Background: an optimization exercise with open tools, aiming at small area and a short achievable clock period. Do not read the settings as production practice. Where RTL was checked, it was by simulation tests only, not by an equivalence proof against the original. For run 1, only the layout was checked, not whether the RTL still works.

==> flow/design.v, too long to show whole: its modules and the start of the top module <==
// module full_adder: 10 lines
// module final_adder: 244 lines
// module fp32_unpacker: 20 lines
// module fp32_aligner: 18 lines
// module wallace_tree_8_inputs: 507 lines
// module fp32_normalizer_rounder: 471 lines
// module fp32_packer: 14 lines
// module fp32_adder_tree_8_inputs: 841 lines
module fp32_adder_tree_8_inputs (
    input wire clk,
    input wire rst_n,
    input wire [127:0] dvr_fp32addtree8to1_s0,
    input wire [127:0] dvr_fp32addtree8to1_s1,
    input wire [2:0] cru_fp32addtree8to1,
    output wire [127:0] dr_fp32addtree8to1_d
);
  // ...
==> flow/flow/run.sh <==
#!/bin/bash
# Layout flow: ORFS, with two changes to its synthesis script and a setup
# margin for timing repair.
#  - synthesis: Yosys's generic synth step runs without its quick ABC pass, so
#    the full adders written in the RTL reach extract_fa as written (no
#    inverters around them); the final ABC mapping uses flow/abc.script.
#  - layout: standard steps; repair_timing aims at SETUP_SLACK_MARGIN; the
#    port buffers are the platform's smallest buffer.
# Each tool's output goes to ORFS's own logs (orfs/logs/...); make's output to flow.log.
set -euo pipefail
HERE=$(pwd)
FL=$HERE/flow
source $FL/params.sh
sed -e 's#^source \$::env(SCRIPTS_DIR)/synth_preamble.tcl#&\nset abc_args [lreplace $abc_args 1 1 '"$FL"'/abc.script]#' \
    -e 's#synth -top \$::env(DESIGN_NAME) -run fine: {\*}\$synth_full_args#& -noabc#' \
    $FLOW_HOME/scripts/synth.tcl > $HERE/my_synth.tcl
grep -q -- '-noabc' $HERE/my_synth.tcl
grep -q 'abc.script\]' $HERE/my_synth.tcl
sed -e "s#source \$::env(SCRIPTS_DIR)/synth.tcl#source $HERE/my_synth.tcl#" synth_recipe.tcl > my_synth_recipe.tcl
grep -q my_synth.tcl my_synth_recipe.tcl
sed -e "s#SYNTH_SCRIPT=[^ ]*#SYNTH_SCRIPT=$HERE/my_synth_recipe.tcl#" standard.sh > my_standard.sh
grep -q my_synth_recipe.tcl my_standard.sh
export SETUP_SLACK_MARGIN=$MARGIN
# every port still gets a buffer, the smallest one
export BUFFER_PORTS_ARGS="${PORTBUF:--buffer_cell sky130_fd_sc_hd__buf_1}"
bash my_standard.sh finish > flow.log 2>&1
==> flow/flow/abc.script <==
strash
&get -n
&fraig -x
&put
scorr
dc2
dretime
strash
&get -n
&dch -f
&nf
&put
topo
stime -c
buffer -c
upsize -c
dnsize -c
==> flow/flow/params.sh <==
MARGIN=35
==> flow/standard.sh <==
#!/bin/bash
# synth_recipe.tcl (not shown) runs the flow's synth.tcl, then flattens the netlist and writes it again
# the make line also repeats each setting of config.mk as NAME=value (left out here)
make -C /OpenROAD-flow-scripts/flow DESIGN_CONFIG=/design/flow/config.mk WORK_HOME=/design/flow/orfs CLKGATE_MAP_FILE= SYNTH_SCRIPT=/design/flow/synth_recipe.tcl "${@:-finish}"
==> flow/config.mk <==
export PLATFORM = sky130hd
export DESIGN_NAME = fp32_adder_tree_8_inputs
export DESIGN_NICKNAME = fp32_adder_tree_8_inputs
export VERILOG_FILES = /design/flow/design.v
export SDC_FILE = /design/flow/constraint.sdc
export NUM_CORES = 8
export LEC_CHECK = 0
export ABC_AREA = 1
export CAP_MARGIN = 20
export CORE_MARGIN = 2
export CORE_UTILIZATION = 40
export SLEW_MARGIN = 20
==> flow/constraint.sdc <==
create_clock -name core_clock -period 64.0 [get_ports {clk}]
set_input_delay 12.8000 -clock core_clock [delete_from_list [all_inputs] [get_ports {clk}]]
set_output_delay 12.8000 -clock core_clock [all_outputs]
set_load 0.01 [all_outputs]
==> Flow_metrics.wiki, run 1 <==
{| class="wikitable"
! Metric !! Value
|-
| Final-layout clock buffer total || 8
|-
| Critical Path RT || 64.20 ns
|-
| Num rows || 100
|-
| Standard cell core area || 74070 sq um
|-
| Sequential cell area || 875.8 sq um
|-
| Final number of setup-violating endpoints || 0
|-
| CTS Sinks || 35
|-
| Wire length per cell after detailed routing || 23.17 um
|-
| Top Registers || sum_q x32, seg_q x2, valid_q x1
|-
| Overall die height || 276.8 um
|-
| Data arrival time at the worst-slack endpoint || 30.52 ns
|-
| Initial DRT Pass Iterations || 6
|-
| WL met2 || 59.02 mm
|-
| Mapped Nets || 4851
|-
| Non-Clock Buffer Count || 687
|-
| Most numerous cell in the Yosys netlist || sky130_fd_sc_hd__a21oi_1
|-
| Library cells used by synthesis || 109
|-
| Area Overhead vs Synth || 27.92%
|-
| CTS-repair resized insts || 536
|-
| Worst Hold Class || in -> async
|-
| Number of buffers inserted by port buffering || 388
|-
| Antenna violations before repair || 2
|-
| Count of non-filler cells in the finished layout || 5619
|-
| Sequential cell area share || 0.02300
|-
| Drt drc || 0
|-
| Status || finished clean
|-
| Number of stages on the worst setup path || 88
|-
| Synth warnings || 1
|-
| RSZ-0062 raised after global routing || true
|-
| Max Clk Rate || 0.03298 GHz
|-
| Combinational family with the most area after synthesis || simple AND/OR/NAND/NOR gates
|-
| Aggregate negative setup slack || 0 ns
|-
| Met3 Usage GRT || 0.05205
|-
| Cell family with most CP delay || compound AO/OA/AOI/OAI gates
|-
| Total vias in the final route || 33090
|-
| HPWL after detailed placement || 104.3 mm
|-
| Fraction of layout cells with a size suffix above 1 || 0.2256
|-
| Dpl cells || 5376
|-
| Inserted Clock Buffers || 5
|-
| Die Outline Area || 76610 sq um
|}
==> module fp32_adder_tree_8_inputs, before the edit <==
module fp32_adder_tree_8_inputs (
    input wire clk,
    input wire rst_n,
    input wire [127:0] dvr_fp32addtree8to1_s0,
    input wire [127:0] dvr_fp32addtree8to1_s1,
    input wire [2:0] cru_fp32addtree8to1,
    output wire [127:0] dr_fp32addtree8to1_d
);
    genvar i;
    wire [7:0] sgn, hid, inf, nan;
    wire [7:0] ex [0:7];
    wire [22:0] man [0:7];
    generate
        for (i = 0; i < 8; i = i + 1) begin : unpack_gen
            fp32_unpacker u (
                .fp_in({dvr_fp32addtree8to1_s1[16*i +: 16], dvr_fp32addtree8to1_s0[16*i +: 16]}),
                .sign(sgn[i]), .exponent(ex[i]), .hidden(hid[i]), .mantissa(man[i]),
                .is_inf(inf[i]), .is_nan(nan[i]));
        end
    endgenerate
    wire pinf = |(inf & ~sgn);
    wire ninf = |(inf & sgn);
    wire res_nan = (|nan) | (pinf & ninf);
    wire res_inf = pinf | ninf;
    wire all_neg = &sgn;
    wire [7:0] x0 = ex[0];
    wire [7:0] x1 = ex[1];
    wire [7:0] x2 = ex[2];
    wire [7:0] x3 = ex[3];
    wire [7:0] x4 = ex[4];
    wire [7:0] x5 = ex[5];
    wire [7:0] x6 = ex[6];
    wire [7:0] x7 = ex[7];
    wire mx_1 = x0[0] & ~x1[0];
    wire mx_2 = x0[1] & ~x1[1];
    wire mx_3 = x0[2] & ~x1[2];
    wire mx_4 = x0[3] & ~x1[3];
    wire mx_5 = x0[4] & ~x1[4];
    wire mx_6 = x0[5] & ~x1[5];
    wire mx_7 = x0[6] & ~x1[6];
    wire mx_8 = x0[7] & ~x1[7];
    wire mx_9 = x0[0] | ~x1[0];
    wire mx_10 = x0[1] | ~x1[1];
    wire mx_11 = x0[2] | ~x1[2];
    wire mx_12 = x0[3] | ~x1[3];
    wire mx_13 = x0[4] | ~x1[4];
    wire mx_14 = x0[5] | ~x1[5];
    wire mx_15 = x0[6] | ~x1[6];
    wire mx_16 = x0[7] | ~x1[7];
    wire mx_17 = mx_1 | (mx_9 & 1'b1);
    wire mx_18 = mx_2 | (mx_10 & mx_17);
    wire mx_19 = mx_10 & mx_9;
    wire mx_20 = mx_3 | (mx_11 & mx_2);
    wire mx_21 = mx_11 & mx_10;
    wire mx_22 = mx_4 | (mx_12 & mx_3);
    wire mx_23 = mx_12 & mx_11;
    wire mx_24 = mx_5 | (mx_13 & mx_4);
    wire mx_25 = mx_13 & mx_12;
    wire mx_26 = mx_6 | (mx_14 & mx_5);
    wire mx_27 = mx_14 & mx_13;
    wire mx_28 = mx_7 | (mx_15 & mx_6);
    wire mx_29 = mx_15 & mx_14;
    wire mx_30 = mx_8 | (mx_16 & mx_7);
    wire mx_31 = mx_16 & mx_15;
    wire mx_32 = mx_20 | (mx_21 & mx_17);
    wire mx_33 = mx_21 & mx_9;
    wire mx_34 = mx_22 | (mx_23 & mx_18);
    wire mx_35 = mx_23 & mx_19;
    wire mx_36 = mx_24 | (mx_25 & mx_20);
    wire mx_37 = mx_25 & mx_21;
    wire mx_38 = mx_26 | (mx_27 & mx_22);
    wire mx_39 = mx_27 & mx_23;
    wire mx_40 = mx_28 | (mx_29 & mx_24);
    wire mx_41 = mx_29 & mx_25;
    wire mx_42 = mx_30 | (mx_31 & mx_26);
    wire mx_43 = mx_31 & mx_27;
    wire mx_44 = mx_36 | (mx_37 & mx_17);
    wire mx_45 = mx_37 & mx_9;
    wire mx_46 = mx_38 | (mx_39 & mx_18);
    wire mx_47 = mx_39 & mx_19;
    wire mx_48 = mx_40 | (mx_41 & mx_32);
    wire mx_49 = mx_41 & mx_33;
    wire mx_50 = mx_42 | (mx_43 & mx_34);
    wire mx_51 = mx_43 & mx_35;
    wire [7:0] mx0_0 = mx_50 ? x0 : x1;
    wire mx_52 = x2[0] & ~x3[0];
    wire mx_53 = x2[1] & ~x3[1];
    wire mx_54 = x2[2] & ~x3[2];
    wire mx_55 = x2[3] & ~x3[3];
    wire mx_56 = x2[4] & ~x3[4];
    wire mx_57 = x2[5] & ~x3[5];
    wire mx_58 = x2[6] & ~x3[6];
    wire mx_59 = x2[7] & ~x3[7];
    wire mx_60 = x2[0] | ~x3[0];
    wire mx_61 = x2[1] | ~x3[1];
    wire mx_62 = x2[2] | ~x3[2];
    wire mx_63 = x2[3] | ~x3[3];
    wire mx_64 = x2[4] | ~x3[4];
    wire mx_65 = x2[5] | ~x3[5];
    wire mx_66 = x2[6] | ~x3[6];
    wire mx_67 = x2[7] | ~x3[7];
    wire mx_68 = mx_52 | (mx_60 & 1'b1);
    wire mx_69 = mx_53 | (mx_61 & mx_68);
    wire mx_70 = mx_61 & mx_60;
    wire mx_71 = mx_54 | (mx_62 & mx_53);
    wire mx_72 = mx_62 & mx_61;
    wire mx_73 = mx_55 | (mx_63 & mx_54);
    wire mx_74 = mx_63 & mx_62;
    wire mx_75 = mx_56 | (mx_64 & mx_55);
    wire mx_76 = mx_64 & mx_63;
    wire mx_77 = mx_57 | (mx_65 & mx_56);
    wire mx_78 = mx_65 & mx_64;
    wire mx_79 = mx_58 | (mx_66 & mx_57);
    wire mx_80 = mx_66 & mx_65;
    wire mx_81 = mx_59 | (mx_67 & mx_58);
    wire mx_82 = mx_67 & mx_66;
    wire mx_83 = mx_71 | (mx_72 & mx_68);
    wire mx_84 = mx_72 & mx_60;
    wire mx_85 = mx_73 | (mx_74 & mx_69);
    wire mx_86 = mx_74 & mx_70;
    wire mx_87 = mx_75 | (mx_76 & mx_71);
    wire mx_88 = mx_76 & mx_72;
    wire mx_89 = mx_77 | (mx_78 & mx_73);
    wire mx_90 = mx_78 & mx_74;
    wire mx_91 = mx_79 | (mx_80 & mx_75);
    wire mx_92 = mx_80 & mx_76;
    wire mx_93 = mx_81 | (mx_82 & mx_77);
    wire mx_94 = mx_82 & mx_78;
    wire mx_95 = mx_87 | (mx_88 & mx_68);
    wire mx_96 = mx_88 & mx_60;
    wire mx_97 = mx_89 | (mx_90 & mx_69);
    wire mx_98 = mx_90 & mx_70;
    wire mx_99 = mx_91 | (mx_92 & mx_83);
    wire mx_100 = mx_92 & mx_84;
    wire mx_101 = mx_93 | (mx_94 & mx_85);
    wire mx_102 = mx_94 & mx_86;
    wire [7:0] mx0_1 = mx_101 ? x2 : x3;
    wire mx_103 = x4[0] & ~x5[0];
    wire mx_104 = x4[1] & ~x5[1];
    wire mx_105 = x4[2] & ~x5[2];
    wire mx_106 = x4[3] & ~x5[3];
    wire mx_107 = x4[4] & ~x5[4];
    wire mx_108 = x4[5] & ~x5[5];
    wire mx_109 = x4[6] & ~x5[6];
    wire mx_110 = x4[7] & ~x5[7];
    wire mx_111 = x4[0] | ~x5[0];
    wire mx_112 = x4[1] | ~x5[1];
    wire mx_113 = x4[2] | ~x5[2];
    wire mx_114 = x4[3] | ~x5[3];
    wire mx_115 = x4[4] | ~x5[4];
    wire mx_116 = x4[5] | ~x5[5];
    wire mx_117 = x4[6] | ~x5[6];
    wire mx_118 = x4[7] | ~x5[7];
    wire mx_119 = mx_103 | (mx_111 & 1'b1);
    wire mx_120 = mx_104 | (mx_112 & mx_119);
    wire mx_121 = mx_112 & mx_111;
    wire mx_122 = mx_105 | (mx_113 & mx_104);
    wire mx_123 = mx_113 & mx_112;
    wire mx_124 = mx_106 | (mx_114 & mx_105);
    wire mx_125 = mx_114 & mx_113;
    wire mx_126 = mx_107 | (mx_115 & mx_106);
    wire mx_127 = mx_115 & mx_114;
    wire mx_128 = mx_108 | (mx_116 & mx_107);
    wire mx_129 = mx_116 & mx_115;
    wire mx_130 = mx_109 | (mx_117 & mx_108);
    wire mx_131 = mx_117 & mx_116;
    wire mx_132 = mx_110 | (mx_118 & mx_109);
    wire mx_133 = mx_118 & mx_117;
    wire mx_134 = mx_122 | (mx_123 & mx_119);
    wire mx_135 = mx_123 & mx_111;
    wire mx_136 = mx_124 | (mx_125 & mx_120);
    wire mx_137 = mx_125 & mx_121;
    wire mx_138 = mx_126 | (mx_127 & mx_122);
    wire mx_139 = mx_127 & mx_123;
    wire mx_140 = mx_128 | (mx_129 & mx_124);
    wire mx_141 = mx_129 & mx_125;
    wire mx_142 = mx_130 | (mx_131 & mx_126);
    wire mx_143 = mx_131 & mx_127;
    wire mx_144 = mx_132 | (mx_133 & mx_128);
    wire mx_145 = mx_133 & mx_129;
    wire mx_146 = mx_138 | (mx_139 & mx_119);
    wire mx_147 = mx_139 & mx_111;
    wire mx_148 = mx_140 | (mx_141 & mx_120);
    wire mx_149 = mx_141 & mx_121;
    wire mx_150 = mx_142 | (mx_143 & mx_134);
    wire mx_151 = mx_143 & mx_135;
    wire mx_152 = mx_144 | (mx_145 & mx_136);
    wire mx_153 = mx_145 & mx_137;
    wire [7:0] mx0_2 = mx_152 ? x4 : x5;
    wire mx_154 = x6[0] & ~x7[0];
    wire mx_155 = x6[1] & ~x7[1];
    wire mx_156 = x6[2] & ~x7[2];
    wire mx_157 = x6[3] & ~x7[3];
    wire mx_158 = x6[4] & ~x7[4];
    wire mx_159 = x6[5] & ~x7[5];
    wire mx_160 = x6[6] & ~x7[6];
    wire mx_161 = x6[7] & ~x7[7];
    wire mx_162 = x6[0] | ~x7[0];
    wire mx_163 = x6[1] | ~x7[1];
    wire mx_164 = x6[2] | ~x7[2];
    wire mx_165 = x6[3] | ~x7[3];
    wire mx_166 = x6[4] | ~x7[4];
    wire mx_167 = x6[5] | ~x7[5];
    wire mx_168 = x6[6] | ~x7[6];
    wire mx_169 = x6[7] | ~x7[7];
    wire mx_170 = mx_154 | (mx_162 & 1'b1);
    wire mx_171 = mx_155 | (mx_163 & mx_170);
    wire mx_172 = mx_163 & mx_162;
    wire mx_173 = mx_156 | (mx_164 & mx_155);
    wire mx_174 = mx_164 & mx_163;
    wire mx_175 = mx_157 | (mx_165 & mx_156);
    wire mx_176 = mx_165 & mx_164;
    wire mx_177 = mx_158 | (mx_166 & mx_157);
    wire mx_178 = mx_166 & mx_165;
    wire mx_179 = mx_159 | (mx_167 & mx_158);
    wire mx_180 = mx_167 & mx_166;
    wire mx_181 = mx_160 | (mx_168 & mx_159);
    wire mx_182 = mx_168 & mx_167;
    wire mx_183 = mx_161 | (mx_169 & mx_160);
    wire mx_184 = mx_169 & mx_168;
    wire mx_185 = mx_173 | (mx_174 & mx_170);
    wire mx_186 = mx_174 & mx_162;
    wire mx_187 = mx_175 | (mx_176 & mx_171);
    wire mx_188 = mx_176 & mx_172;
    wire mx_189 = mx_177 | (mx_178 & mx_173);
    wire mx_190 = mx_178 & mx_174;
    wire mx_191 = mx_179 | (mx_180 & mx_175);
    wire mx_192 = mx_180 & mx_176;
    wire mx_193 = mx_181 | (mx_182 & mx_177);
    wire mx_194 = mx_182 & mx_178;
    wire mx_195 = mx_183 | (mx_184 & mx_179);
    wire mx_196 = mx_184 & mx_180;
    wire mx_197 = mx_189 | (mx_190 & mx_170);
    wire mx_198 = mx_190 & mx_162;
    wire mx_199 = mx_191 | (mx_192 & mx_171);
    wire mx_200 = mx_192 & mx_172;
    wire mx_201 = mx_193 | (mx_194 & mx_185);
    wire mx_202 = mx_194 & mx_186;
    wire mx_203 = mx_195 | (mx_196 & mx_187);
    wire mx_204 = mx_196 & mx_188;
    wire [7:0] mx0_3 = mx_203 ? x6 : x7;
    wire mx_205 = mx0_0[0] & ~mx0_1[0];
    wire mx_206 = mx0_0[1] & ~mx0_1[1];
    wire mx_207 = mx0_0[2] & ~mx0_1[2];
    wire mx_208 = mx0_0[3] & ~mx0_1[3];
    wire mx_209 = mx0_0[4] & ~mx0_1[4];
    wire mx_210 = mx0_0[5] & ~mx0_1[5];
    wire mx_211 = mx0_0[6] & ~mx0_1[6];
    wire mx_212 = mx0_0[7] & ~mx0_1[7];
    wire mx_213 = mx0_0[0] | ~mx0_1[0];
    wire mx_214 = mx0_0[1] | ~mx0_1[1];
    wire mx_215 = mx0_0[2] | ~mx0_1[2];
    wire mx_216 = mx0_0[3] | ~mx0_1[3];
    wire mx_217 = mx0_0[4] | ~mx0_1[4];
    wire mx_218 = mx0_0[5] | ~mx0_1[5];
    wire mx_219 = mx0_0[6] | ~mx0_1[6];
    wire mx_220 = mx0_0[7] | ~mx0_1[7];
    wire mx_221 = mx_205 | (mx_213 & 1'b1);
    wire mx_222 = mx_206 | (mx_214 & mx_221);
    wire mx_223 = mx_214 & mx_213;
    wire mx_224 = mx_207 | (mx_215 & mx_206);
    wire mx_225 = mx_215 & mx_214;
    wire mx_226 = mx_208 | (mx_216 & mx_207);
    wire mx_227 = mx_216 & mx_215;
    wire mx_228 = mx_209 | (mx_217 & mx_208);
    wire mx_229 = mx_217 & mx_216;
    wire mx_230 = mx_210 | (mx_218 & mx_209);
    wire mx_231 = mx_218 & mx_217;
    wire mx_232 = mx_211 | (mx_219 & mx_210);
    wire mx_233 = mx_219 & mx_218;
    wire mx_234 = mx_212 | (mx_220 & mx_211);
    wire mx_235 = mx_220 & mx_219;
    wire mx_236 = mx_224 | (mx_225 & mx_221);
    wire mx_237 = mx_225 & mx_213;
    wire mx_238 = mx_226 | (mx_227 & mx_222);
    wire mx_239 = mx_227 & mx_223;
    wire mx_240 = mx_228 | (mx_229 & mx_224);
    wire mx_241 = mx_229 & mx_225;
    wire mx_242 = mx_230 | (mx_231 & mx_226);
    wire mx_243 = mx_231 & mx_227;
    wire mx_244 = mx_232 | (mx_233 & mx_228);
    wire mx_245 = mx_233 & mx_229;
    wire mx_246 = mx_234 | (mx_235 & mx_230);
    wire mx_247 = mx_235 & mx_231;
    wire mx_248 = mx_240 | (mx_241 & mx_221);
    wire mx_249 = mx_241 & mx_213;
    wire mx_250 = mx_242 | (mx_243 & mx_222);
    wire mx_251 = mx_243 & mx_223;
    wire mx_252 = mx_244 | (mx_245 & mx_236);
    wire mx_253 = mx_245 & mx_237;
    wire mx_254 = mx_246 | (mx_247 & mx_238);
    wire mx_255 = mx_247 & mx_239;
    wire [7:0] mx1_0 = mx_254 ? mx0_0 : mx0_1;
    wire mx_256 = mx0_2[0] & ~mx0_3[0];
    wire mx_257 = mx0_2[1] & ~mx0_3[1];
    wire mx_258 = mx0_2[2] & ~mx0_3[2];
    wire mx_259 = mx0_2[3] & ~mx0_3[3];
    wire mx_260 = mx0_2[4] & ~mx0_3[4];
    wire mx_261 = mx0_2[5] & ~mx0_3[5];
    wire mx_262 = mx0_2[6] & ~mx0_3[6];
    wire mx_263 = mx0_2[7] & ~mx0_3[7];
    wire mx_264 = mx0_2[0] | ~mx0_3[0];
    wire mx_265 = mx0_2[1] | ~mx0_3[1];
    wire mx_266 = mx0_2[2] | ~mx0_3[2];
    wire mx_267 = mx0_2[3] | ~mx0_3[3];
    wire mx_268 = mx0_2[4] | ~mx0_3[4];
    wire mx_269 = mx0_2[5] | ~mx0_3[5];
    wire mx_270 = mx0_2[6] | ~mx0_3[6];
    wire mx_271 = mx0_2[7] | ~mx0_3[7];
    wire mx_272 = mx_256 | (mx_264 & 1'b1);
    wire mx_273 = mx_257 | (mx_265 & mx_272);
    wire mx_274 = mx_265 & mx_264;
    wire mx_275 = mx_258 | (mx_266 & mx_257);
    wire mx_276 = mx_266 & mx_265;
    wire mx_277 = mx_259 | (mx_267 & mx_258);
    wire mx_278 = mx_267 & mx_266;
    wire mx_279 = mx_260 | (mx_268 & mx_259);
    wire mx_280 = mx_268 & mx_267;
    wire mx_281 = mx_261 | (mx_269 & mx_260);
    wire mx_282 = mx_269 & mx_268;
    wire mx_283 = mx_262 | (mx_270 & mx_261);
    wire mx_284 = mx_270 & mx_269;
    wire mx_285 = mx_263 | (mx_271 & mx_262);
    wire mx_286 = mx_271 & mx_270;
    wire mx_287 = mx_275 | (mx_276 & mx_272);
    wire mx_288 = mx_276 & mx_264;
    wire mx_289 = mx_277 | (mx_278 & mx_273);
    wire mx_290 = mx_278 & mx_274;
    wire mx_291 = mx_279 | (mx_280 & mx_275);
    wire mx_292 = mx_280 & mx_276;
    wire mx_293 = mx_281 | (mx_282 & mx_277);
    wire mx_294 = mx_282 & mx_278;
    wire mx_295 = mx_283 | (mx_284 & mx_279);
    wire mx_296 = mx_284 & mx_280;
    wire mx_297 = mx_285 | (mx_286 & mx_281);
    wire mx_298 = mx_286 & mx_282;
    wire mx_299 = mx_291 | (mx_292 & mx_272);
    wire mx_300 = mx_292 & mx_264;
    wire mx_301 = mx_293 | (mx_294 & mx_273);
    wire mx_302 = mx_294 & mx_274;
    wire mx_303 = mx_295 | (mx_296 & mx_287);
    wire mx_304 = mx_296 & mx_288;
    wire mx_305 = mx_297 | (mx_298 & mx_289);
    wire mx_306 = mx_298 & mx_290;
    wire [7:0] mx1_1 = mx_305 ? mx0_2 : mx0_3;
    wire mx_307 = mx1_0[0] & ~mx1_1[0];
    wire mx_308 = mx1_0[1] & ~mx1_1[1];
    wire mx_309 = mx1_0[2] & ~mx1_1[2];
    wire mx_310 = mx1_0[3] & ~mx1_1[3];
    wire mx_311 = mx1_0[4] & ~mx1_1[4];
    wire mx_312 = mx1_0[5] & ~mx1_1[5];
    wire mx_313 = mx1_0[6] & ~mx1_1[6];
    wire mx_314 = mx1_0[7] & ~mx1_1[7];
    wire mx_315 = mx1_0[0] | ~mx1_1[0];
    wire mx_316 = mx1_0[1] | ~mx1_1[1];
    wire mx_317 = mx1_0[2] | ~mx1_1[2];
    wire mx_318 = mx1_0[3] | ~mx1_1[3];
    wire mx_319 = mx1_0[4] | ~mx1_1[4];
    wire mx_320 = mx1_0[5] | ~mx1_1[5];
    wire mx_321 = mx1_0[6] | ~mx1_1[6];
    wire mx_322 = mx1_0[7] | ~mx1_1[7];
    wire mx_323 = mx_307 | (mx_315 & 1'b1);
    wire mx_324 = mx_308 | (mx_316 & mx_323);
    wire mx_325 = mx_316 & mx_315;
    wire mx_326 = mx_309 | (mx_317 & mx_308);
    wire mx_327 = mx_317 & mx_316;
    wire mx_328 = mx_310 | (mx_318 & mx_309);
    wire mx_329 = mx_318 & mx_317;
    wire mx_330 = mx_311 | (mx_319 & mx_310);
    wire mx_331 = mx_319 & mx_318;
    wire mx_332 = mx_312 | (mx_320 & mx_311);
    wire mx_333 = mx_320 & mx_319;
    wire mx_334 = mx_313 | (mx_321 & mx_312);
    wire mx_335 = mx_321 & mx_320;
    wire mx_336 = mx_314 | (mx_322 & mx_313);
    wire mx_337 = mx_322 & mx_321;
    wire mx_338 = mx_326 | (mx_327 & mx_323);
    wire mx_339 = mx_327 & mx_315;
    wire mx_340 = mx_328 | (mx_329 & mx_324);
    wire mx_341 = mx_329 & mx_325;
    wire mx_342 = mx_330 | (mx_331 & mx_326);
    wire mx_343 = mx_331 & mx_327;
    wire mx_344 = mx_332 | (mx_333 & mx_328);
    wire mx_345 = mx_333 & mx_329;
    wire mx_346 = mx_334 | (mx_335 & mx_330);
    wire mx_347 = mx_335 & mx_331;
    wire mx_348 = mx_336 | (mx_337 & mx_332);
    wire mx_349 = mx_337 & mx_333;
    wire mx_350 = mx_342 | (mx_343 & mx_323);
    wire mx_351 = mx_343 & mx_315;
    wire mx_352 = mx_344 | (mx_345 & mx_324);
    wire mx_353 = mx_345 & mx_325;
    wire mx_354 = mx_346 | (mx_347 & mx_338);
    wire mx_355 = mx_347 & mx_339;
    wire mx_356 = mx_348 | (mx_349 & mx_340);
    wire mx_357 = mx_349 & mx_341;
    wire [7:0] mx2_0 = mx_356 ? mx1_0 : mx1_1;
    wire [7:0] emax = mx2_0;
    wire [7:0] dif [0:7];
    wire [7:0] nx0 = ~ex[0];
    wire [7:0] d0;
    wire df_1 = emax[0] & nx0[0];
    wire df_2 = emax[1] & nx0[1];
    wire df_3 = emax[2] & nx0[2];
    wire df_4 = emax[3] & nx0[3];
    wire df_5 = emax[4] & nx0[4];
    wire df_6 = emax[5] & nx0[5];
    wire df_7 = emax[6] & nx0[6];
    wire df_8 = emax[7] & nx0[7];
    wire df_9 = emax[0] ^ nx0[0];
    wire df_10 = emax[1] ^ nx0[1];
    wire df_11 = emax[2] ^ nx0[2];
    wire df_12 = emax[3] ^ nx0[3];
    wire df_13 = emax[4] ^ nx0[4];
    wire df_14 = emax[5] ^ nx0[5];
    wire df_15 = emax[6] ^ nx0[6];
    wire df_16 = emax[7] ^ nx0[7];
    wire df_17 = df_1 | (df_9 & 1'b1);
    wire df_18 = df_2 | (df_10 & df_17);
    wire df_19 = df_10 & df_9;
    wire df_20 = df_4 | (df_12 & df_3);
    wire df_21 = df_12 & df_11;
    wire df_22 = df_6 | (df_14 & df_5);
    wire df_23 = df_14 & df_13;
    wire df_24 = df_8 | (df_16 & df_7);
    wire df_25 = df_16 & df_15;
    wire df_26 = df_20 | (df_21 & df_18);
    wire df_27 = df_21 & df_19;
    wire df_28 = df_24 | (df_25 & df_22);
    wire df_29 = df_25 & df_23;
    wire df_30 = df_28 | (df_29 & df_26);
    wire df_31 = df_29 & df_27;
    wire df_32 = df_22 | (df_23 & df_26);
    wire df_33 = df_23 & df_27;
    wire df_34 = df_3 | (df_11 & df_18);
    wire df_35 = df_11 & df_19;
    wire df_36 = df_5 | (df_13 & df_26);
    wire df_37 = df_13 & df_27;
    wire df_38 = df_7 | (df_15 & df_32);
    wire df_39 = df_15 & df_33;
    assign d0[0] = df_9 ^ 1'b1;
    assign d0[1] = df_10 ^ df_17;
    assign d0[2] = df_11 ^ df_18;
    assign d0[3] = df_12 ^ df_34;
    assign d0[4] = df_13 ^ df_26;
    assign d0[5] = df_14 ^ df_36;
    assign d0[6] = df_15 ^ df_32;
    assign d0[7] = df_16 ^ df_38;
    assign dif[0] = d0;
    wire [7:0] nx1 = ~ex[1];
    wire [7:0] d1;
    wire df_40 = emax[0] & nx1[0];
    wire df_41 = emax[1] & nx1[1];
    wire df_42 = emax[2] & nx1[2];
    wire df_43 = emax[3] & nx1[3];
    wire df_44 = emax[4] & nx1[4];
    wire df_45 = emax[5] & nx1[5];
    wire df_46 = emax[6] & nx1[6];
    wire df_47 = emax[7] & nx1[7];
    wire df_48 = emax[0] ^ nx1[0];
    wire df_49 = emax[1] ^ nx1[1];
    wire df_50 = emax[2] ^ nx1[2];
    wire df_51 = emax[3] ^ nx1[3];
    wire df_52 = emax[4] ^ nx1[4];
    wire df_53 = emax[5] ^ nx1[5];
    wire df_54 = emax[6] ^ nx1[6];
    wire df_55 = emax[7] ^ nx1[7];
    wire df_56 = df_40 | (df_48 & 1'b1);
    wire df_57 = df_41 | (df_49 & df_56);
    wire df_58 = df_49 & df_48;
    wire df_59 = df_43 | (df_51 & df_42);
    wire df_60 = df_51 & df_50;
    wire df_61 = df_45 | (df_53 & df_44);
    wire df_62 = df_53 & df_52;
    wire df_63 = df_47 | (df_55 & df_46);
    wire df_64 = df_55 & df_54;
    wire df_65 = df_59 | (df_60 & df_57);
    wire df_66 = df_60 & df_58;
    wire df_67 = df_63 | (df_64 & df_61);
    wire df_68 = df_64 & df_62;
    wire df_69 = df_67 | (df_68 & df_65);
    wire df_70 = df_68 & df_66;
    wire df_71 = df_61 | (df_62 & df_65);
    wire df_72 = df_62 & df_66;
    wire df_73 = df_42 | (df_50 & df_57);
    wire df_74 = df_50 & df_58;
    wire df_75 = df_44 | (df_52 & df_65);
    wire df_76 = df_52 & df_66;
    wire df_77 = df_46 | (df_54 & df_71);
    wire df_78 = df_54 & df_72;
    assign d1[0] = df_48 ^ 1'b1;
    assign d1[1] = df_49 ^ df_56;
    assign d1[2] = df_50 ^ df_57;
    assign d1[3] = df_51 ^ df_73;
    assign d1[4] = df_52 ^ df_65;
    assign d1[5] = df_53 ^ df_75;
    assign d1[6] = df_54 ^ df_71;
    assign d1[7] = df_55 ^ df_77;
    assign dif[1] = d1;
    wire [7:0] nx2 = ~ex[2];
    wire [7:0] d2;
    wire df_79 = emax[0] & nx2[0];
    wire df_80 = emax[1] & nx2[1];
    wire df_81 = emax[2] & nx2[2];
    wire df_82 = emax[3] & nx2[3];
    wire df_83 = emax[4] & nx2[4];
    wire df_84 = emax[5] & nx2[5];
    wire df_85 = emax[6] & nx2[6];
    wire df_86 = emax[7] & nx2[7];
    wire df_87 = emax[0] ^ nx2[0];
    wire df_88 = emax[1] ^ nx2[1];
    wire df_89 = emax[2] ^ nx2[2];
    wire df_90 = emax[3] ^ nx2[3];
    wire df_91 = emax[4] ^ nx2[4];
    wire df_92 = emax[5] ^ nx2[5];
    wire df_93 = emax[6] ^ nx2[6];
    wire df_94 = emax[7] ^ nx2[7];
    wire df_95 = df_79 | (df_87 & 1'b1);
    wire df_96 = df_80 | (df_88 & df_95);
    wire df_97 = df_88 & df_87;
    wire df_98 = df_82 | (df_90 & df_81);
    wire df_99 = df_90 & df_89;
    wire df_100 = df_84 | (df_92 & df_83);
    wire df_101 = df_92 & df_91;
    wire df_102 = df_86 | (df_94 & df_85);
    wire df_103 = df_94 & df_93;
    wire df_104 = df_98 | (df_99 & df_96);
    wire df_105 = df_99 & df_97;
    wire df_106 = df_102 | (df_103 & df_100);
    wire df_107 = df_103 & df_101;
    wire df_108 = df_106 | (df_107 & df_104);
    wire df_109 = df_107 & df_105;
    wire df_110 = df_100 | (df_101 & df_104);
    wire df_111 = df_101 & df_105;
    wire df_112 = df_81 | (df_89 & df_96);
    wire df_113 = df_89 & df_97;
    wire df_114 = df_83 | (df_91 & df_104);
    wire df_115 = df_91 & df_105;
    wire df_116 = df_85 | (df_93 & df_110);
    wire df_117 = df_93 & df_111;
    assign d2[0] = df_87 ^ 1'b1;
    assign d2[1] = df_88 ^ df_95;
    assign d2[2] = df_89 ^ df_96;
    assign d2[3] = df_90 ^ df_112;
    assign d2[4] = df_91 ^ df_104;
    assign d2[5] = df_92 ^ df_114;
    assign d2[6] = df_93 ^ df_110;
    assign d2[7] = df_94 ^ df_116;
    assign dif[2] = d2;
    wire [7:0] nx3 = ~ex[3];
    wire [7:0] d3;
    wire df_118 = emax[0] & nx3[0];
    wire df_119 = emax[1] & nx3[1];
    wire df_120 = emax[2] & nx3[2];
    wire df_121 = emax[3] & nx3[3];
    wire df_122 = emax[4] & nx3[4];
    wire df_123 = emax[5] & nx3[5];
    wire df_124 = emax[6] & nx3[6];
    wire df_125 = emax[7] & nx3[7];
    wire df_126 = emax[0] ^ nx3[0];
    wire df_127 = emax[1] ^ nx3[1];
    wire df_128 = emax[2] ^ nx3[2];
    wire df_129 = emax[3] ^ nx3[3];
    wire df_130 = emax[4] ^ nx3[4];
    wire df_131 = emax[5] ^ nx3[5];
    wire df_132 = emax[6] ^ nx3[6];
    wire df_133 = emax[7] ^ nx3[7];
    wire df_134 = df_118 | (df_126 & 1'b1);
    wire df_135 = df_119 | (df_127 & df_134);
    wire df_136 = df_127 & df_126;
    wire df_137 = df_121 | (df_129 & df_120);
    wire df_138 = df_129 & df_128;
    wire df_139 = df_123 | (df_131 & df_122);
    wire df_140 = df_131 & df_130;
    wire df_141 = df_125 | (df_133 & df_124);
    wire df_142 = df_133 & df_132;
    wire df_143 = df_137 | (df_138 & df_135);
    wire df_144 = df_138 & df_136;
    wire df_145 = df_141 | (df_142 & df_139);
    wire df_146 = df_142 & df_140;
    wire df_147 = df_145 | (df_146 & df_143);
    wire df_148 = df_146 & df_144;
    wire df_149 = df_139 | (df_140 & df_143);
    wire df_150 = df_140 & df_144;
    wire df_151 = df_120 | (df_128 & df_135);
    wire df_152 = df_128 & df_136;
    wire df_153 = df_122 | (df_130 & df_143);
    wire df_154 = df_130 & df_144;
    wire df_155 = df_124 | (df_132 & df_149);
    wire df_156 = df_132 & df_150;
    assign d3[0] = df_126 ^ 1'b1;
    assign d3[1] = df_127 ^ df_134;
    assign d3[2] = df_128 ^ df_135;
    assign d3[3] = df_129 ^ df_151;
    assign d3[4] = df_130 ^ df_143;
    assign d3[5] = df_131 ^ df_153;
    assign d3[6] = df_132 ^ df_149;
    assign d3[7] = df_133 ^ df_155;
    assign dif[3] = d3;
    wire [7:0] nx4 = ~ex[4];
    wire [7:0] d4;
    wire df_157 = emax[0] & nx4[0];
    wire df_158 = emax[1] & nx4[1];
    wire df_159 = emax[2] & nx4[2];
    wire df_160 = emax[3] & nx4[3];
    wire df_161 = emax[4] & nx4[4];
    wire df_162 = emax[5] & nx4[5];
    wire df_163 = emax[6] & nx4[6];
    wire df_164 = emax[7] & nx4[7];
    wire df_165 = emax[0] ^ nx4[0];
    wire df_166 = emax[1] ^ nx4[1];
    wire df_167 = emax[2] ^ nx4[2];
    wire df_168 = emax[3] ^ nx4[3];
    wire df_169 = emax[4] ^ nx4[4];
    wire df_170 = emax[5] ^ nx4[5];
    wire df_171 = emax[6] ^ nx4[6];
    wire df_172 = emax[7] ^ nx4[7];
    wire df_173 = df_157 | (df_165 & 1'b1);
    wire df_174 = df_158 | (df_166 & df_173);
    wire df_175 = df_166 & df_165;
    wire df_176 = df_160 | (df_168 & df_159);
    wire df_177 = df_168 & df_167;
    wire df_178 = df_162 | (df_170 & df_161);
    wire df_179 = df_170 & df_169;
    wire df_180 = df_164 | (df_172 & df_163);
    wire df_181 = df_172 & df_171;
    wire df_182 = df_176 | (df_177 & df_174);
    wire df_183 = df_177 & df_175;
    wire df_184 = df_180 | (df_181 & df_178);
    wire df_185 = df_181 & df_179;
    wire df_186 = df_184 | (df_185 & df_182);
    wire df_187 = df_185 & df_183;
    wire df_188 = df_178 | (df_179 & df_182);
    wire df_189 = df_179 & df_183;
    wire df_190 = df_159 | (df_167 & df_174);
    wire df_191 = df_167 & df_175;
    wire df_192 = df_161 | (df_169 & df_182);
    wire df_193 = df_169 & df_183;
    wire df_194 = df_163 | (df_171 & df_188);
    wire df_195 = df_171 & df_189;
    assign d4[0] = df_165 ^ 1'b1;
    assign d4[1] = df_166 ^ df_173;
    assign d4[2] = df_167 ^ df_174;
    assign d4[3] = df_168 ^ df_190;
    assign d4[4] = df_169 ^ df_182;
    assign d4[5] = df_170 ^ df_192;
    assign d4[6] = df_171 ^ df_188;
    assign d4[7] = df_172 ^ df_194;
    assign dif[4] = d4;
    wire [7:0] nx5 = ~ex[5];
    wire [7:0] d5;
    wire df_196 = emax[0] & nx5[0];
    wire df_197 = emax[1] & nx5[1];
    wire df_198 = emax[2] & nx5[2];
    wire df_199 = emax[3] & nx5[3];
    wire df_200 = emax[4] & nx5[4];
    wire df_201 = emax[5] & nx5[5];
    wire df_202 = emax[6] & nx5[6];
    wire df_203 = emax[7] & nx5[7];
    wire df_204 = emax[0] ^ nx5[0];
    wire df_205 = emax[1] ^ nx5[1];
    wire df_206 = emax[2] ^ nx5[2];
    wire df_207 = emax[3] ^ nx5[3];
    wire df_208 = emax[4] ^ nx5[4];
    wire df_209 = emax[5] ^ nx5[5];
    wire df_210 = emax[6] ^ nx5[6];
    wire df_211 = emax[7] ^ nx5[7];
    wire df_212 = df_196 | (df_204 & 1'b1);
    wire df_213 = df_197 | (df_205 & df_212);
    wire df_214 = df_205 & df_204;
    wire df_215 = df_199 | (df_207 & df_198);
    wire df_216 = df_207 & df_206;
    wire df_217 = df_201 | (df_209 & df_200);
    wire df_218 = df_209 & df_208;
    wire df_219 = df_203 | (df_211 & df_202);
    wire df_220 = df_211 & df_210;
    wire df_221 = df_215 | (df_216 & df_213);
    wire df_222 = df_216 & df_214;
    wire df_223 = df_219 | (df_220 & df_217);
    wire df_224 = df_220 & df_218;
    wire df_225 = df_223 | (df_224 & df_221);
    wire df_226 = df_224 & df_222;
    wire df_227 = df_217 | (df_218 & df_221);
    wire df_228 = df_218 & df_222;
    wire df_229 = df_198 | (df_206 & df_213);
    wire df_230 = df_206 & df_214;
    wire df_231 = df_200 | (df_208 & df_221);
    wire df_232 = df_208 & df_222;
    wire df_233 = df_202 | (df_210 & df_227);
    wire df_234 = df_210 & df_228;
    assign d5[0] = df_204 ^ 1'b1;
    assign d5[1] = df_205 ^ df_212;
    assign d5[2] = df_206 ^ df_213;
    assign d5[3] = df_207 ^ df_229;
    assign d5[4] = df_208 ^ df_221;
    assign d5[5] = df_209 ^ df_231;
    assign d5[6] = df_210 ^ df_227;
    assign d5[7] = df_211 ^ df_233;
    assign dif[5] = d5;
    wire [7:0] nx6 = ~ex[6];
    wire [7:0] d6;
    wire df_235 = emax[0] & nx6[0];
    wire df_236 = emax[1] & nx6[1];
    wire df_237 = emax[2] & nx6[2];
    wire df_238 = emax[3] & nx6[3];
    wire df_239 = emax[4] & nx6[4];
    wire df_240 = emax[5] & nx6[5];
    wire df_241 = emax[6] & nx6[6];
    wire df_242 = emax[7] & nx6[7];
    wire df_243 = emax[0] ^ nx6[0];
    wire df_244 = emax[1] ^ nx6[1];
    wire df_245 = emax[2] ^ nx6[2];
    wire df_246 = emax[3] ^ nx6[3];
    wire df_247 = emax[4] ^ nx6[4];
    wire df_248 = emax[5] ^ nx6[5];
    wire df_249 = emax[6] ^ nx6[6];
    wire df_250 = emax[7] ^ nx6[7];
    wire df_251 = df_235 | (df_243 & 1'b1);
    wire df_252 = df_236 | (df_244 & df_251);
    wire df_253 = df_244 & df_243;
    wire df_254 = df_238 | (df_246 & df_237);
    wire df_255 = df_246 & df_245;
    wire df_256 = df_240 | (df_248 & df_239);
    wire df_257 = df_248 & df_247;
    wire df_258 = df_242 | (df_250 & df_241);
    wire df_259 = df_250 & df_249;
    wire df_260 = df_254 | (df_255 & df_252);
    wire df_261 = df_255 & df_253;
    wire df_262 = df_258 | (df_259 & df_256);
    wire df_263 = df_259 & df_257;
    wire df_264 = df_262 | (df_263 & df_260);
    wire df_265 = df_263 & df_261;
    wire df_266 = df_256 | (df_257 & df_260);
    wire df_267 = df_257 & df_261;
    wire df_268 = df_237 | (df_245 & df_252);
    wire df_269 = df_245 & df_253;
    wire df_270 = df_239 | (df_247 & df_260);
    wire df_271 = df_247 & df_261;
    wire df_272 = df_241 | (df_249 & df_266);
    wire df_273 = df_249 & df_267;
    assign d6[0] = df_243 ^ 1'b1;
    assign d6[1] = df_244 ^ df_251;
    assign d6[2] = df_245 ^ df_252;
    assign d6[3] = df_246 ^ df_268;
    assign d6[4] = df_247 ^ df_260;
    assign d6[5] = df_248 ^ df_270;
    assign d6[6] = df_249 ^ df_266;
    assign d6[7] = df_250 ^ df_272;
    assign dif[6] = d6;
    wire [7:0] nx7 = ~ex[7];
    wire [7:0] d7;
    wire df_274 = emax[0] & nx7[0];
    wire df_275 = emax[1] & nx7[1];
    wire df_276 = emax[2] & nx7[2];
    wire df_277 = emax[3] & nx7[3];
    wire df_278 = emax[4] & nx7[4];
    wire df_279 = emax[5] & nx7[5];
    wire df_280 = emax[6] & nx7[6];
    wire df_281 = emax[7] & nx7[7];
    wire df_282 = emax[0] ^ nx7[0];
    wire df_283 = emax[1] ^ nx7[1];
    wire df_284 = emax[2] ^ nx7[2];
    wire df_285 = emax[3] ^ nx7[3];
    wire df_286 = emax[4] ^ nx7[4];
    wire df_287 = emax[5] ^ nx7[5];
    wire df_288 = emax[6] ^ nx7[6];
    wire df_289 = emax[7] ^ nx7[7];
    wire df_290 = df_274 | (df_282 & 1'b1);
    wire df_291 = df_275 | (df_283 & df_290);
    wire df_292 = df_283 & df_282;
    wire df_293 = df_277 | (df_285 & df_276);
    wire df_294 = df_285 & df_284;
    wire df_295 = df_279 | (df_287 & df_278);
    wire df_296 = df_287 & df_286;
    wire df_297 = df_281 | (df_289 & df_280);
    wire df_298 = df_289 & df_288;
    wire df_299 = df_293 | (df_294 & df_291);
    wire df_300 = df_294 & df_292;
    wire df_301 = df_297 | (df_298 & df_295);
    wire df_302 = df_298 & df_296;
    wire df_303 = df_301 | (df_302 & df_299);
    wire df_304 = df_302 & df_300;
    wire df_305 = df_295 | (df_296 & df_299);
    wire df_306 = df_296 & df_300;
    wire df_307 = df_276 | (df_284 & df_291);
    wire df_308 = df_284 & df_292;
    wire df_309 = df_278 | (df_286 & df_299);
    wire df_310 = df_286 & df_300;
    wire df_311 = df_280 | (df_288 & df_305);
    wire df_312 = df_288 & df_306;
    assign d7[0] = df_282 ^ 1'b1;
    assign d7[1] = df_283 ^ df_290;
    assign d7[2] = df_284 ^ df_291;
    assign d7[3] = df_285 ^ df_307;
    assign d7[4] = df_286 ^ df_299;
    assign d7[5] = df_287 ^ df_309;
    assign d7[6] = df_288 ^ df_305;
    assign d7[7] = df_289 ^ df_311;
    assign dif[7] = d7;
    wire [255:0] aligned;
    generate
        for (i = 0; i < 8; i = i + 1) begin : align_gen
            fp32_aligner a (
                .sign(sgn[i]), .hidden(hid[i]), .mantissa(man[i]),
                .diff(dif[i]),
                .aligned(aligned[32*i +: 32]));
        end
    endgenerate
    wire [35:0] row_a, row_b, sum;
    wallace_tree_8_inputs tree (.data_in(aligned), .sgn(sgn), .row_a(row_a), .row_b(row_b));
    final_adder cpa (.a(row_a), .b(row_b), .sum(sum));
    wire neg = sum[35];
    wire [34:0] mag = sum[34:0] ^ {35{neg}};
    wire zero = ~|mag;
    wire sign = zero ? all_neg : neg;
    wire [30:0] res;
    wire overflow;
    fp32_normalizer_rounder nr (.mag(mag), .exp_in(emax), .res(res), .overflow(overflow));
    wire [31:0] fp_sum_result;
    fp32_packer pk (.res_nan(res_nan), .res_inf(res_inf), .inf_sign(ninf),
                    .overflow(overflow), .sign(sign), .res(res), .fp_out(fp_sum_result));
    reg [31:0] sum_q;
    reg        valid_q;
    reg [1:0]  seg_q;
    always @(posedge clk or negedge rst_n) begin
        if (!rst_n) begin
            sum_q   <= 32'b0;
            valid_q <= 1'b0;
            seg_q   <= 2'b0;
        end else begin
            sum_q   <= fp_sum_result;
            valid_q <= cru_fp32addtree8to1[2];
            seg_q   <= cru_fp32addtree8to1[1:0];
        end
    end
    assign dr_fp32addtree8to1_d = {
        {32{valid_q & (seg_q == 2'b11)}} & sum_q,
        {32{valid_q & (seg_q == 2'b10)}} & sum_q,
        {32{valid_q & (seg_q == 2'b01)}} & sum_q,
        {32{valid_q & (seg_q == 2'b00)}} & sum_q};
endmodule
==> inputs of run 2 (changes only) <==
--- a/flow/design.v
+++ b/flow/design.v
@@ -2103,23 +2103,23 @@
     wire [31:0] fp_sum_result;
     fp32_packer pk (.res_nan(res_nan), .res_inf(res_inf), .inf_sign(ninf),
                     .overflow(overflow), .sign(sign), .res(res), .fp_out(fp_sum_result));
-    reg [31:0] sum_q;
+    reg [31:0] sum_qn;
     reg        valid_q;
     reg [1:0]  seg_q;
     always @(posedge clk or negedge rst_n) begin
         if (!rst_n) begin
-            sum_q   <= 32'b0;
+            sum_qn  <= 32'b0;
             valid_q <= 1'b0;
             seg_q   <= 2'b0;
         end else begin
-            sum_q   <= fp_sum_result;
+            sum_qn  <= ~fp_sum_result;
             valid_q <= cru_fp32addtree8to1[2];
             seg_q   <= cru_fp32addtree8to1[1:0];
         end
     end
     assign dr_fp32addtree8to1_d = {
-        {32{valid_q & (seg_q == 2'b11)}} & sum_q,
-        {32{valid_q & (seg_q == 2'b10)}} & sum_q,
-        {32{valid_q & (seg_q == 2'b01)}} & sum_q,
-        {32{valid_q & (seg_q == 2'b00)}} & sum_q};
+        {32{valid_q & (seg_q == 2'b11)}} & ~sum_qn,
+        {32{valid_q & (seg_q == 2'b10)}} & ~sum_qn,
+        {32{valid_q & (seg_q == 2'b01)}} & ~sum_qn,
+        {32{valid_q & (seg_q == 2'b00)}} & ~sum_qn};
 endmodule
==> flow/flow/abc.script (replaced) <==
strash
dch
map -B 0.9
strash
dch
map -B 0.9
topo
stime -c
buffer -c
upsize -c
dnsize -c
==> flow/flow/params.sh (replaced) <==
MARGIN=36
export POST_GLOBAL_ROUTE_TCL=$FL/recover.tcl
==> flow/flow/recover.tcl (new file) <==
# Sourced by ORFS after global routing (POST_GLOBAL_ROUTE_TCL), with the
# global-route parasitics estimated.
# Area recovery: try each upsized cell at smaller drive strengths, keep the
# change if the worst setup slack and the slew/capacitance checks do not get worse.
proc rec_wns {} { return [sta::worst_slack_cmd max] }
set db [ord::get_db]
set block [ord::get_db_block]
set wns0 [rec_wns]
set viol0 [expr {[sta::max_slew_violation_count] + [sta::max_capacitance_violation_count]}]
puts "recover: start WNS $wns0 viol $viol0"
set masters {}
foreach lib [$db getLibs] { foreach m [$lib getMasters] { lappend masters [$m getName] } }
set tried 0; set changed 0
foreach inst [$block getInsts] {
  set mname [[$inst getMaster] getName]
  if {![regexp {^sky130_fd_sc_hd__(.+)_(\d+)$} $mname -> base drv]} continue
  if {$drv <= 1} continue
  if {[regexp {^(df|sdf|edf|dl|clk|tap|fill|decap|conb|lpflow|probe)} $base]} continue
  set cands {}
  foreach d {0 1 2 4 6 8 12 16} {
    if {$d >= $drv} break
    set c "sky130_fd_sc_hd__${base}_$d"
    if {[lsearch -exact $masters $c] >= 0} { lappend cands $c }
  }
  foreach c $cands {
    incr tried
    set iname [$inst getName]
    replace_cell $iname $c
    set w [rec_wns]
    set v [expr {[sta::max_slew_violation_count] + [sta::max_capacitance_violation_count]}]
    if {$w >= $wns0 - 1e-12 && $v <= $viol0} { incr changed; break }
    replace_cell $iname $mname
  }
}
puts "recover: tried $tried changed $changed WNS [rec_wns]"
==> run 2 against run 1 <==
Now fails the layout checks on max-capacitance violations, max-slew violations. Sequential share of layout area rose by 0.30 points. Synthesized area rose by 4.9%. Sequential cell count is the same. Critical endpoint is now sum_qn[0]$_DFF_PN0_.
==> Flow_metrics.wiki, run 2 <==
{| class="wikitable"
! Metric !! Value
|-
| Number of H-tree levels || 2
|-
| Final cell utilization of the core || 0.4355
|-
| Top routing layer used || met5
|-
| Drt drc || 0 (unchanged)
|-
| Die width || 283.5 um
|-
| Standard cell core area || 77340 sq um (+4.4%)
|-
| TritonCTS clock tree || done
|-
| Maxcap violations || 6
|-
| Number of flip-flops in the largest register || 32
|-
| Per-instance average area after synthesis || 5.893 sq um
|-
| Initial DRT Pass Iterations || 7 (+1)
|-
| Data arrival time at the worst-slack endpoint || 30.42 ns (-0.10 ns)
|-
| Register with the most flip-flops || sum_qn
|-
| Final number of setup-violating endpoints || 0 (unchanged)
|-
| Tmin final || 30.21 ns
|-
| Total vias in the final route || 36710 (+11%)
|-
| Per-cell via count in the routed design || 5.535
|-
| Wire length per cell after detailed routing || 20.24 um (-13%)
|-
| Setup CP Type || in -> reg
|-
| Residual antenna-violating net count after detailed routing || 0
|-
| Top post-synthesis cells by count || sky130_fd_sc_hd__nand2_1 (1452), sky130_fd_sc_hd__o21ai_0 (729), sky130_fd_sc_hd__nor2_1 (523)
|-
| Capturing element type of the critical path || register
|-
| Share of the clock period used by the worst path || 0.4721
|-
| Seq cells post-synth || 35
|-
| Worst Hold Class || in -> async
|-
| Synthesized netlist cell count || 5301
|-
| Synth async-reset ratio || 1.000
|-
| Cell accounting for the most synthesized area || sky130_fd_sc_hd__nand2_1
|-
| Inserted Clock Buffers || 5 (unchanged)
|-
| CTS root buf || sky130_fd_sc_hd__clkbuf_16
|-
| Routed WL || 134.2 mm
|-
| CTS-repair resized insts || 107 (-80%)
|-
| Die Outline Area || 80340 sq um (+4.9%)
|-
| Layout Check Fails || max-capacitance violations, max-slew violations
|-
| Wire length of the first global-routing pass || 200.2 mm
|-
| Met1 wire length || 58.07 mm
|-
| Count of pins over their slew limit || 98
|-
| Leading cell types in the layout, fill and taps excluded || sky130_fd_sc_hd__nand2_1 (1474), sky130_fd_sc_hd__o21ai_0 (700), sky130_fd_sc_hd__nor2_1 (532)
|-
| CTS Sinks || 35 (unchanged)
|-
| Mapped Nets || 5927 (+22%)
|-
| Overall die height || 283.5 um (+2.4%)
|-
| Num rows || 102 (+2.0%)
|-
| Largest cells by area after synthesis || sky130_fd_sc_hd__nand2_1 (17%), sky130_fd_sc_hd__fa_1 (15%), sky130_fd_sc_hd__o21ai_0 (12%), sky130_fd_sc_hd__xor2_1 (9.1%), sky130_fd_sc_hd__nor2_1 (6.3%)
|-
| Commonest register cell after synthesis || sky130_fd_sc_hd__dfrtp_1
|-
| Critical path launch point || dvr_fp32addtree8to1_s1[45]
|-
| Count of nets after finishing || 6215
|-
| Most numerous cell in the Yosys netlist || sky130_fd_sc_hd__nand2_1
|-
| Highest cell delay on the worst timing path || 1.11 ns
|-
| Synth warnings || 1 (unchanged)
|-
| Iter 0 DRT Violations || 3898
|-
| Top Registers || sum_qn x32, seg_q x2, valid_q x1
|-
| Antenna violations before repair || 8 (+6)
|-
| Aggregate negative setup slack || 0 ns (unchanged)
|-
| WL met3 || 9.737 mm
|-
| Library cells used by synthesis || 65 (-40%)
|-
| Area Overhead vs Synth || 7.815%
|-
| Worst Tran Pin Value || 1.674 ns
|-
| Dpl cells || 6505 (+21%)
|-
| Number of global-route vias before repair || 33680
|-
| Synth Cell Area || 31240 sq um
|-
| Clock slew seen by the registers of the worst setup and hold paths || 0.05 ns
|-
| Post-CTS setup buffers || 32
|-
| Effective utilization at floorplan || 0.4039
|-
| Standard cell with the maximum stage delay on the critical path || sky130_fd_sc_hd__buf_1
|-
| Crit-path max FO || 34
|-
| Total congestion overflow || 0
|-
| Fraction of layout cells with a size suffix above 1 || 0.03239 (-0.1933)
|-
| Cell type with the highest occurrence count on the critical path || sky130_fd_sc_hd__nand2_1
|-
| Status || finished with violations
|-
| Sequential fraction of the synthesis area || 0.02804
|-
| HPWL after detailed placement || 112.0 mm (+7.4%)
|-
| Number of placed I/O pins || 389
|-
| Max Clk Rate || 0.03310 GHz (+0.36%)
|-
| Worst max-slew margin expressed relative to the limit || -0.1160
|-
| Leading cell type in the layout, fill and taps excluded || sky130_fd_sc_hd__nand2_1
|-
| Global placement routability congestion || 1.032
|-
| Number of buffers added to fix hold violations after cts || 0
|-
| Count of flip-flops with a built-in enable after synthesis || 0
|-
| WL met2 || 60.94 mm (+3.3%)
|-
| Largest net degree at the start of global routing || 42
|-
| Final Hold Fails || 0
|-
| Critical Path RT || 64.21 ns (about the same)
|-
| CP startpoint kind || primary input
|-
| Max Root-Sink Buffers || 2
|-
| Count of non-filler cells in the finished layout || 6633 (+18%)
|-
| Number of buffers inserted by port buffering || 388 (unchanged)
|-
| Proportion of netlist area held by the largest area contributor || 0.1745
|-
| Overall fraction of global-route tracks in use || 0.3160
|}
run 2: cell count changes after synthesis, moves of 52 or more:
cell / before / now
sky130_fd_sc_hd__a21oi_1: 507 / 188
sky130_fd_sc_hd__and2_1: 148 / 6
sky130_fd_sc_hd__xor2_1: 81 / 325
sky130_fd_sc_hd__o21ai_0: 337 / 729
sky130_fd_sc_hd__nor2_1: 471 / 523
sky130_fd_sc_hd__mux2_2: 144 / 0
sky130_fd_sc_hd__inv_1: 123 / 461
sky130_fd_sc_hd__xnor2_1: 303 / 30
sky130_fd_sc_hd__nand2_1: 476 / 1452
sky130_fd_sc_hd__mux2i_1: 203 / 119
sky130_fd_sc_hd__nand3_1: 85 / 306
run 2: cell type report:
class | instances | area [sq um]
Antenna cell | 4 | 10.01
Timing Repair Buffer | 525 | 2097
Inverter | 500 | 1993
Multi-Input combinational cell | 4502 | 27120
Clock inverter | 1 | 5.005
Tap cell | 1040 | 1301
Clock buffer | 6 | 138.9
Sequential cell | 35 | 875.8
Timing Repair inverter | 20 | 132.6
Fill cell | 8775 | 43660
run 2: cell families after synthesis:
group                      synth area share
xor gates and xnor gates            0.09954
AOI/OAI and AO/OA                    0.1820
and+or+nand+nor                      0.3519
buffers and inverters               0.09841
DFF                                 0.02804
muxes                               0.03813
adders and majority gates            0.2020
run 2: critical path, delay by kind of cell:
family | cells | cell delay [ns]
AOI/OAI and AO/OA | 4 | 1.21
xor gates and xnor gates | 2 | 0.34
adders and majority gates | 6 | 2.67
buffers and inverters | 11 | 4.72
and+or+nand+nor | 61 | 8.54
run 2: metrics by stage:
stage          hold slack [ns]  area (sq um)  setup slack [ns]
2_1_floorplan            12.50         31240             37.59
3_3_place_gp             12.90         33160             33.29
3_5_place_dp             12.90         33180             32.98
4_1_cts                  12.62         33950             36.00
6_report                 12.62         33680             33.79
run 2: final timing paths:
check,depth (start not counted),endpoint,slack [ns]
hold / removal,1,sum_qn[26]$_DFF_PN0_,12.62
setup / recovery,84,sum_qn[0]$_DFF_PN0_,33.79
max in group asynchronous,1,sum_qn[1]$_DFF_PN0_,50.85
min in group core_clock,1,valid_q$_DFF_PN0_,12.63
run 2: per-layer routing:
| layer | GRT usage | up-vias |
|---|---|---|
| met4 | 0.09577 | 10 |
| met2 | 0.5301 | 1524 |
| met1 | 0.4266 | 17070 |
| li1 | - | 17890 |
| met3 | 0.03312 | 215 |
| met5 | 0 | - |
==> inputs of run 3 (changes only) <==
==> flow/flow/params.sh (replaced) <==
MARGIN=35
export POST_GLOBAL_ROUTE_TCL=$FL/recover.tcl
==> run 3 against run 2 <==
The layout still fails its checks (max-capacitance violations, max-slew violations). Sequential cell count stayed put. Design area fell by 1.0%. Utilization fell by 0.45 points. Critical endpoint unchanged. Largest cell class unchanged. Highest routed layer unchanged.
==> Flow_metrics.wiki, run 3 <==
{| class="wikitable"
! Metric !! Value
|-
| Global placement routability congestion || 1.032 (unchanged)
|-
| Setup CP Type || in -> reg
|-
| Standard cell core area || 77340 sq um (unchanged)
|-
| Count of pins over their slew limit || 60 (-39%)
|-
| Wire length of the first global-routing pass || 198.5 mm (-0.85%)
|-
| Max Clk Rate || 0.03234 GHz (-2.3%)
|-
| Aggregate negative setup slack || 0 ns (unchanged)
|-
| Library cells used by synthesis || 65 (unchanged)
|-
| Number of buffers added to fix hold violations after cts || 0 (unchanged)
|-
| Final number of setup-violating endpoints || 0 (unchanged)
|-
| Overall fraction of global-route tracks in use || 0.3131 (-0.002932)
|-
| Effective utilization at floorplan || 0.4039 (unchanged)
|-
| Wire length per cell after detailed routing || 20.15 um (-0.45%)
|-
| Setup slack after layout || 33.08 ns (-0.7091 ns)
|-
| Cell type with the highest occurrence count on the critical path || sky130_fd_sc_hd__nand2_1
|-
| Highest cell delay on the worst timing path || 0.85 ns (-0.26 ns)
|-
| Synth async-reset ratio || 1.000 (unchanged)
|-
| Number of flip-flops in the largest register || 32 (unchanged)
|-
| Die width || 283.5 um (unchanged)
|-
| Synth warnings || 1 (unchanged)
|-
| Register with the most flip-flops || sum_qn
|-
| Total congestion overflow || 0 (unchanged)
|-
| Per-instance average area after synthesis || 5.893 sq um (unchanged)
|-
| Dpl cells || 6505 (unchanged)
|-
| Layout Check Fails || max-capacitance violations, max-slew violations
|-
| Capturing element type of the critical path || register
|-
| Cell accounting for the most synthesized area || sky130_fd_sc_hd__nand2_1
|-
| Antenna violations before repair || 7 (-1)
|-
| Residual antenna-violating net count after detailed routing || 0 (unchanged)
|-
| Standard cell with the maximum stage delay on the critical path || sky130_fd_sc_hd__buf_1
|-
| Count of nets after finishing || 6172 (-0.69%)
|-
| Per-cell via count in the routed design || 5.505 (-0.55%)
|-
| Mapped Nets || 5927 (unchanged)
|-
| Initial DRT Pass Iterations || 6 (-1)
|-
| Crit-path max FO || 34 (unchanged)
|-
| Critical Path RT || 64.21 ns (about the same)
|-
| Most numerous cell in the Yosys netlist || sky130_fd_sc_hd__nand2_1
|-
| Number of global-route vias before repair || 33360 (-0.95%)
|-
| Fraction of layout cells with a size suffix above 1 || 0.02272 (-0.009666)
|-
| Clock slew seen by the registers of the worst setup and hold paths || 0.05 ns (about the same)
|-
| Iter 0 DRT Violations || 3838 (-1.5%)
|-
| Synth Cell Area || 31240 sq um (unchanged)
|-
| CP startpoint kind || primary input
|-
| Top post-synthesis cells by count || sky130_fd_sc_hd__nand2_1 (1452), sky130_fd_sc_hd__o21ai_0 (729), sky130_fd_sc_hd__nor2_1 (523)
|-
| Number of buffers inserted by port buffering || 388 (unchanged)
|-
| Worst Hold Class || in -> async
|-
| Status || finished with violations
|-
| Commonest register cell after synthesis || sky130_fd_sc_hd__dfrtp_1
|-
| Final Hold Fails || 0 (unchanged)
|-
| Seq cells post-synth || 35 (unchanged)
|-
| Worst Tran Pin Value || 1.669 ns (-0.004680 ns)
|-
| Worst Setup Slack post-DPL || 32.98 ns (unchanged)
|-
| Data arrival time at the worst-slack endpoint || 31.13 ns (+0.71 ns)
|-
| Largest net degree at the start of global routing || 42 (unchanged)
|-
| HPWL after detailed placement || 112.0 mm (unchanged)
|-
| CTS root buf || sky130_fd_sc_hd__clkbuf_16
|-
| Overall die height || 283.5 um (unchanged)
|-
| Num rows || 102 (unchanged)
|-
| Total vias in the final route || 36270 (-1.2%)
|-
| Drt drc || 0 (unchanged)
|-
| Critical path launch point || dvr_fp32addtree8to1_s1[45]
|-
| Number of placed I/O pins || 389 (unchanged)
|-
| Count of flip-flops with a built-in enable after synthesis || 0 (unchanged)
|-
| Number of H-tree levels || 2 (unchanged)
|-
| Worst max-slew margin expressed relative to the limit || -0.1129 (+0.003120)
|-
| Sequential fraction of the synthesis area || 0.02804 (unchanged)
|-
| Synthesized netlist cell count || 5301 (unchanged)
|-
| CTS Sinks || 35 (unchanged)
|-
| Leading cell types in the layout, fill and taps excluded || sky130_fd_sc_hd__nand2_1 (1481), sky130_fd_sc_hd__o21ai_0 (709), sky130_fd_sc_hd__nor2_1 (544)
|-
| Tmin final || 30.92 ns (+0.7091 ns)
|-
| Max Root-Sink Buffers || 2 (unchanged)
|-
| Top Registers || sum_qn x32, seg_q x2, valid_q x1
|-
| CTS-repair resized insts || 53 (-50%)
|-
| Routed WL || 132.7 mm (-1.1%)
|-
| Leading cell type in the layout, fill and taps excluded || sky130_fd_sc_hd__nand2_1
|-
| Die Outline Area || 80340 sq um (unchanged)
|-
| Post-CTS setup buffers || 13 (-59%)
|-
| Proportion of netlist area held by the largest area contributor || 0.1745 (unchanged)
|-
| TritonCTS clock tree || done
|-
| Share of the clock period used by the worst path || 0.4831 (+0.01108)
|-
| Area Overhead vs Synth || 6.693%
|-
| Capture point of the worst path || sum_qn[0]$_DFF_PN0_
|-
| Inserted Clock Buffers || 5 (unchanged)
|-
| Count of non-filler cells in the finished layout || 6588 (-0.68%)
|-
| Largest cells by area after synthesis || sky130_fd_sc_hd__nand2_1 (17%), sky130_fd_sc_hd__fa_1 (15%), sky130_fd_sc_hd__o21ai_0 (12%), sky130_fd_sc_hd__xor2_1 (9.1%), sky130_fd_sc_hd__nor2_1 (6.3%)
|-
| Maxcap violations || 4 (-2)
|}
==> run 3: changes by cell type in the layout (fill, tap and decap cells not counted), sizes merged <==
cell	before	now
nor2	550	549
clkinv	9	6
buf	502	481
clkbuf	29	13
inv	474	475
diode	4	2
nand2	1504	1501
==> run 3: final cells by class <==
cell class,count,area [sq um]
Antenna cell,2,5.005
Clock buffer,6,138.9
Clock inverter,1,5.005
Fill cell,8758,44010
Inverter,500,1967
Multi-Input combinational cell,4498,27020
Sequential cell,35,875.8
Tap cell,1040,1301
Timing Repair Buffer,488,1899
Timing Repair inverter,18,120.1
==> run 3: worst min path at each step <==
stage / startpoint / endpoint / slack (ns) / cells after the start
6_report: rst_n / sum_qn[22]$_DFF_PN0_ / 12.62 / 1
3_5_place_dp: cru_fp32addtree8to1[1] / seg_q[1]$_DFF_PN0_ / 12.90 / 1
3_3_place_gp: cru_fp32addtree8to1[1] / seg_q[1]$_DFF_PN0_ / 12.90 / 1
2_1_floorplan: rst_n / seg_q[0]$_DFF_PN0_ / 12.50 / 0
4_1_cts: cru_fp32addtree8to1[2] / valid_q$_DFF_PN0_ / 12.62 / 1
==> run 3: cell families after synthesis <==
kind of cell,Yosys count,synth area share
xor gates and xnor gates,355,0.09954
muxes,119,0.03813
adders and majority gates,365,0.2020
AOI/OAI and AO/OA,1069,0.1820
and+or+nand+nor,2588,0.3519
DFF,35,0.02804
buffers and inverters,770,0.09841
==> run 3: metal layers <==
layer  vias up  track usage  part of all wire
li1      17800            -                 -
met1     16790       0.4224              0.43
met2      1449       0.5229              0.45
met3       217      0.03537             0.073
met4        10      0.09643             0.039
met5         -            0           0.00053
==> run 3: worst max-delay path, delay by kind of cell <==
| family | cells | cell delay [ns] |
|---|---|---|
| buffers and inverters | 9 | 3.20 |
| AOI/OAI and AO/OA | 5 | 1.68 |
| and+or+nand+nor | 61 | 9.64 |
| adders and majority gates | 8 | 3.39 |
| xor gates and xnor gates | 2 | 0.36 |
==> run 3: metrics by stage <==
step / hold slack (ns) / area, sq um / utilization
2_1_floorplan: 12.50 / 31240 / -
4_1_cts: 12.62 / 33620 / 0.4347
3_3_place_gp: 12.90 / 33160 / 0.4288
3_5_place_dp: 12.90 / 33180 / 0.4290
6_report: 12.62 / 33330 / 0.4309

## afterwards: timing with drivers on the ports
The results above use ideal ports. As a check the final layouts listed here were re-extracted and re-timed, cells and wires unchanged.
Step 1 assumes that a clkbuf_16 drives the clock port and a buf_2 every other input.
Step 2 moves the port delays by t, midway between the first and last clock arrival at a register: inputs arrive t later, outputs are due t later. That takes back most of the time a late clock gives input paths.
a / b / c = no drivers / after step 1 / after step 2; a / b = the first two.
| run | shift t [ns] | slack for setup (ns) | worst hold slack (ns) | worst setup path at the end |
|---|---|---|---|---|
| run 1 | 0.315 | 33.680 / 33.693 / 33.378 | 12.612 / 12.603 / 12.918 | input to register |
| run 2 | 0.305 | 33.788 / 33.750 / 33.445 | 12.624 / 12.620 / 12.925 | input to register |
| run 3 | 0.307 | 33.079 / 33.030 / 32.723 | 12.618 / 12.615 / 12.922 | input to register |
The setup slack of run 3, which loses most, moves by -0.049 ns with the drivers and by -0.356 ns with both steps.
